Source: an optimization exercise on an open RTL-to-GDS flow (aim: small area). Production flows keep margins and buffers that such runs may drop.
Function was checked by simulation only, so behaviour that the tests miss may differ from the original.

Design ov5640_cfg, start of the top module:
module ov5640_cfg(
    input                   sysclk          ,
    input                   rst_n           ,
    output                  cmos_sclk       ,
    input                   cmos_sdat_in    ,
    output                  cmos_sdat_out   ,
    output                  cmos_sdat_oe    ,
    output                  cfg_done        ,
    output      [7:0]       rd_data
);
==> flow/config.mk <==
export PLATFORM = sky130hd
export DESIGN_NAME = ov5640_cfg
export DESIGN_NICKNAME = ov5640_cfg
export VERILOG_FILES = /design/flow/design.v
export SDC_FILE = /design/flow/constraint.sdc
export NUM_CORES = 4
export LEC_CHECK = 0
export CAP_MARGIN = 10
export CORE_MARGIN = 2
export CORE_UTILIZATION = 25
export CTS_BUF_LIST = sky130_fd_sc_hd__clkbuf_8
export GPL_TIMING_DRIVEN = 0
export PLACE_DENSITY = 0.45
export SLEW_MARGIN = 10
export SYNTH_MEMORY_MAX_BITS = 65536
==> flow/constraint.sdc <==
create_clock -name core_clock -period 10.0 [get_ports {sysclk}]
set_input_delay 2.0000 -clock core_clock [delete_from_list [all_inputs] [get_ports {sysclk}]]
set_output_delay 2.0000 -clock core_clock [all_outputs]
set_load 0.01 [all_outputs]
standard.sh (not shown) runs the stock make flow with config.mk's settings and CLKGATE_MAP_FILE= SYNTH_SCRIPT=/design/flow/synth_recipe.tcl, a recipe that flattens the netlist after the stock synthesis.
==> flow/flow/run.sh <==
#!/bin/bash
# Own flow: the standard layout, except for three things.
# 1. Synthesis maps the logic with area-oriented ABC scripts (flow/area1..8.abc, which differ
#    in deepsyn's random seed) instead of
#    ORFS's speed script, once per script, each in an ORFS work folder of its own.
#    Everything else in synthesis (and so every register, its name and cell) is the
#    standard one.
# 2. Cells that drive many loads get a stronger drive strength (flow/upsize.py), either
#    flip-flops only or all cells.
# 3. Port buffers use sky130_fd_sc_hd__buf_2.
# Each synthesis, with each of the two upsizings, is placed up to the resizer's repair
# (3_4_place_resized); the one with the smallest cell area there (tap cells left out) is
# copied to orfs/ and finished there with standard.sh.
set -euo pipefail
W=$(pwd)
PORTS="BUFFER_PORTS_ARGS=-buffer_cell sky130_fd_sc_hd__buf_2"
for k in 1 2 3 4 5 6 7 8; do
  # ORFS's synth.tcl with the ABC script swapped after synth_preamble.tcl has set abc_args
  sed "s#^source \$::env(SCRIPTS_DIR)/synth_preamble.tcl#&\nset abc_args [lreplace \$abc_args 1 1 $W/flow/area$k.abc]#" \
    "$FLOW_HOME/scripts/synth.tcl" > "$W/synth_area$k.tcl"
  grep -q "flow/area$k.abc" "$W/synth_area$k.tcl"
  # The standard flow's synthesis script, sourcing the modified synth.tcl
  sed "s#source \$::env(SCRIPTS_DIR)/synth.tcl#source $W/synth_area$k.tcl#" \
    "$W/synth_recipe.tcl" > "$W/synth_recipe_area$k.tcl"
  grep -q "synth_area$k.tcl" "$W/synth_recipe_area$k.tcl"
  # standard.sh with its own ORFS work folder
  sed "s#WORK_HOME=$W/orfs #WORK_HOME=$W/orfs_$k #" standard.sh > "$W/standard_$k.sh"
  grep -q "WORK_HOME=$W/orfs_$k " "$W/standard_$k.sh"
  bash "$W/standard_$k.sh" synth SYNTH_SCRIPT="$W/synth_recipe_area$k.tcl" > "$W/synth_$k.log" 2>&1 &
  # four at a time
  if (( k % 4 == 0 )); then wait; fi
done
wait
cands=""
for k in 1 2 3 4 5 6 7 8; do
  [[ -f "$(ls "$W"/orfs_$k/results/*/ov5640_cfg/base/1_synth.odb 2>/dev/null)" ]] || continue
  grep -q "flow/area$k.abc" "$W"/orfs_$k/logs/*/ov5640_cfg/base/1_2_yosys.log || continue
  for u in f a; do
    c=${k}$u
    cp -a "$W/orfs_$k" "$W/orfs_$c"
    sed "s#WORK_HOME=$W/orfs #WORK_HOME=$W/orfs_$c #" standard.sh > "$W/standard_$c.sh"
    grep -q "WORK_HOME=$W/orfs_$c " "$W/standard_$c.sh"
    if [[ $u == f ]]; then arg=flops; else arg=all; fi
    python3 "$W/flow/upsize.py" "$(ls "$W"/orfs_$c/results/*/ov5640_cfg/base/1_2_yosys.v)" $arg > "$W/upsize_$c.log" 2>&1
    cands="$cands $c"
  done
done
# place every candidate up to the repair, four at a time
n=0
for c in $cands; do
  bash "$W/standard_$c.sh" 3_4_place_resized "$PORTS" > "$W/place_$c.log" 2>&1 &
  n=$((n + 1))
  if (( n % 4 == 0 )); then wait; fi
done
wait
best=""; best_area=""
for c in $cands; do
  L="$(ls -d "$W"/orfs_$c/logs/*/ov5640_cfg/base)"
  [[ -f "$L/3_4_place_resized.log" && -f "$(ls "$W"/orfs_$c/results/*/ov5640_cfg/base/3_4_place_resized.odb 2>/dev/null)" ]] || continue
  a21=$(grep -o 'Design area [0-9.]*' "$L/2_1_floorplan.log" | tail -1 | awk '{print $3}')
  a23=$(grep -o 'Design area [0-9.]*' "$L/2_3_floorplan_tapcell.log" | tail -1 | awk '{print $3}')
  a34=$(grep -o 'Design area [0-9.]*' "$L/3_4_place_resized.log" | tail -1 | awk '{print $3}')
  a=$((a34 - (a23 - a21)))
  echo "candidate $c: synthesis $(grep 'Chip area for module' "$(ls "$W"/orfs_$c/reports/*/ov5640_cfg/base/synth_stat.txt)" | awk '{print $NF}'), after repair without taps $a" >> "$W/choice.log"
  if [[ -z "$best" ]] || (( a < best_area )); then best=$c; best_area=$a; fi
done
[[ -n "$best" ]]
echo "kept candidate $best ($best_area)" >> "$W/choice.log"
cp -a "$W/orfs_$best" "$W/orfs"
bash standard.sh finish "$PORTS" > "$W/layout.log" 2>&1
==> flow/flow/area1.abc <==
strash
&get -n
&deepsyn -T 300 -S 0
&put
&get -n
&dch -f
&nf -R 1000 -p -F 8 -A 8 -C 32
&put
strash
&get -n
&dch -f
&nf -R 1000 -p -F 8 -A 8 -C 32
&put
strash
&get -n
&dch -f
&nf -R 1000 -p -F 8 -A 8 -C 32
&put
topo
==> flow/flow/area5.abc <==
strash
&get -n
&deepsyn -T 300 -S 2
&put
&get -n
&dch -f
&nf -R 1000 -p -F 8 -A 8 -C 32
&put
strash
&get -n
&dch -f
&nf -R 1000 -p -F 8 -A 8 -C 32
&put
strash
&get -n
&dch -f
&nf -R 1000 -p -F 8 -A 8 -C 32
&put
topo
==> flow/flow/area6.abc <==
strash
&get -n
&deepsyn -T 300 -S 4
&put
&get -n
&dch -f
&nf -R 1000 -p -F 8 -A 8 -C 32
&put
strash
&get -n
&dch -f
&nf -R 1000 -p -F 8 -A 8 -C 32
&put
strash
&get -n
&dch -f
&nf -R 1000 -p -F 8 -A 8 -C 32
&put
topo
==> flow/flow/area7.abc <==
strash
&get -n
&deepsyn -T 300 -S 6
&put
&get -n
&dch -f
&nf -R 1000 -p -F 8 -A 8 -C 32
&put
strash
&get -n
&dch -f
&nf -R 1000 -p -F 8 -A 8 -C 32
&put
strash
&get -n
&dch -f
&nf -R 1000 -p -F 8 -A 8 -C 32
&put
topo
==> flow/flow/area8.abc <==
strash
&get -n
&deepsyn -T 300 -S 7
&put
&get -n
&dch -f
&nf -R 1000 -p -F 8 -A 8 -C 32
&put
strash
&get -n
&dch -f
&nf -R 1000 -p -F 8 -A 8 -C 32
&put
strash
&get -n
&dch -f
&nf -R 1000 -p -F 8 -A 8 -C 32
&put
topo
Other scripts of this flow, unchanged in this note and not shown: flow/flow/area2.abc, flow/flow/area3.abc, flow/flow/area4.abc, flow/flow/cells.txt, flow/flow/upsize.py
Edit:
--- a/flow/flow/run.sh
+++ b/flow/flow/run.sh
@@ -1,6 +1,5 @@
 #!/bin/bash
 # Own flow: the standard layout, except for three things.
-# 1. Synthesis maps the logic with area-oriented ABC scripts (flow/area1..8.abc, which differ
-#    in deepsyn's random seed) instead of
+# 1. Synthesis maps the logic with area-oriented ABC scripts (flow/area1..4.abc) instead of
 #    ORFS's speed script, once per script, each in an ORFS work folder of its own.
 #    Everything else in synthesis (and so every register, its name and cell) is the
@@ -15,5 +14,5 @@
 W=$(pwd)
 PORTS="BUFFER_PORTS_ARGS=-buffer_cell sky130_fd_sc_hd__buf_2"
-for k in 1 2 3 4 5 6 7 8; do
+for k in 1 2 3 4; do
   # ORFS's synth.tcl with the ABC script swapped after synth_preamble.tcl has set abc_args
   sed "s#^source \$::env(SCRIPTS_DIR)/synth_preamble.tcl#&\nset abc_args [lreplace \$abc_args 1 1 $W/flow/area$k.abc]#" \
@@ -28,10 +27,8 @@
   grep -q "WORK_HOME=$W/orfs_$k " "$W/standard_$k.sh"
   bash "$W/standard_$k.sh" synth SYNTH_SCRIPT="$W/synth_recipe_area$k.tcl" > "$W/synth_$k.log" 2>&1 &
-  # four at a time
-  if (( k % 4 == 0 )); then wait; fi
 done
 wait
 cands=""
-for k in 1 2 3 4 5 6 7 8; do
+for k in 1 2 3 4; do
   [[ -f "$(ls "$W"/orfs_$k/results/*/ov5640_cfg/base/1_synth.odb 2>/dev/null)" ]] || continue
   grep -q "flow/area$k.abc" "$W"/orfs_$k/logs/*/ov5640_cfg/base/1_2_yosys.log || continue
--- a/flow/flow/area1.abc
+++ b/flow/flow/area1.abc
@@ -1,5 +1,5 @@
 strash
 &get -n
-&deepsyn -T 300 -S 0
+&deepsyn -T 300
 &put
 &get -n
removed: flow/flow/area5.abc
removed: flow/flow/area6.abc
removed: flow/flow/area7.abc
removed: flow/flow/area8.abc
Wire length climbs by a few percent.
Cell area hardly moves.
Sequential cell count is unchanged.
Setup slack stays flat.
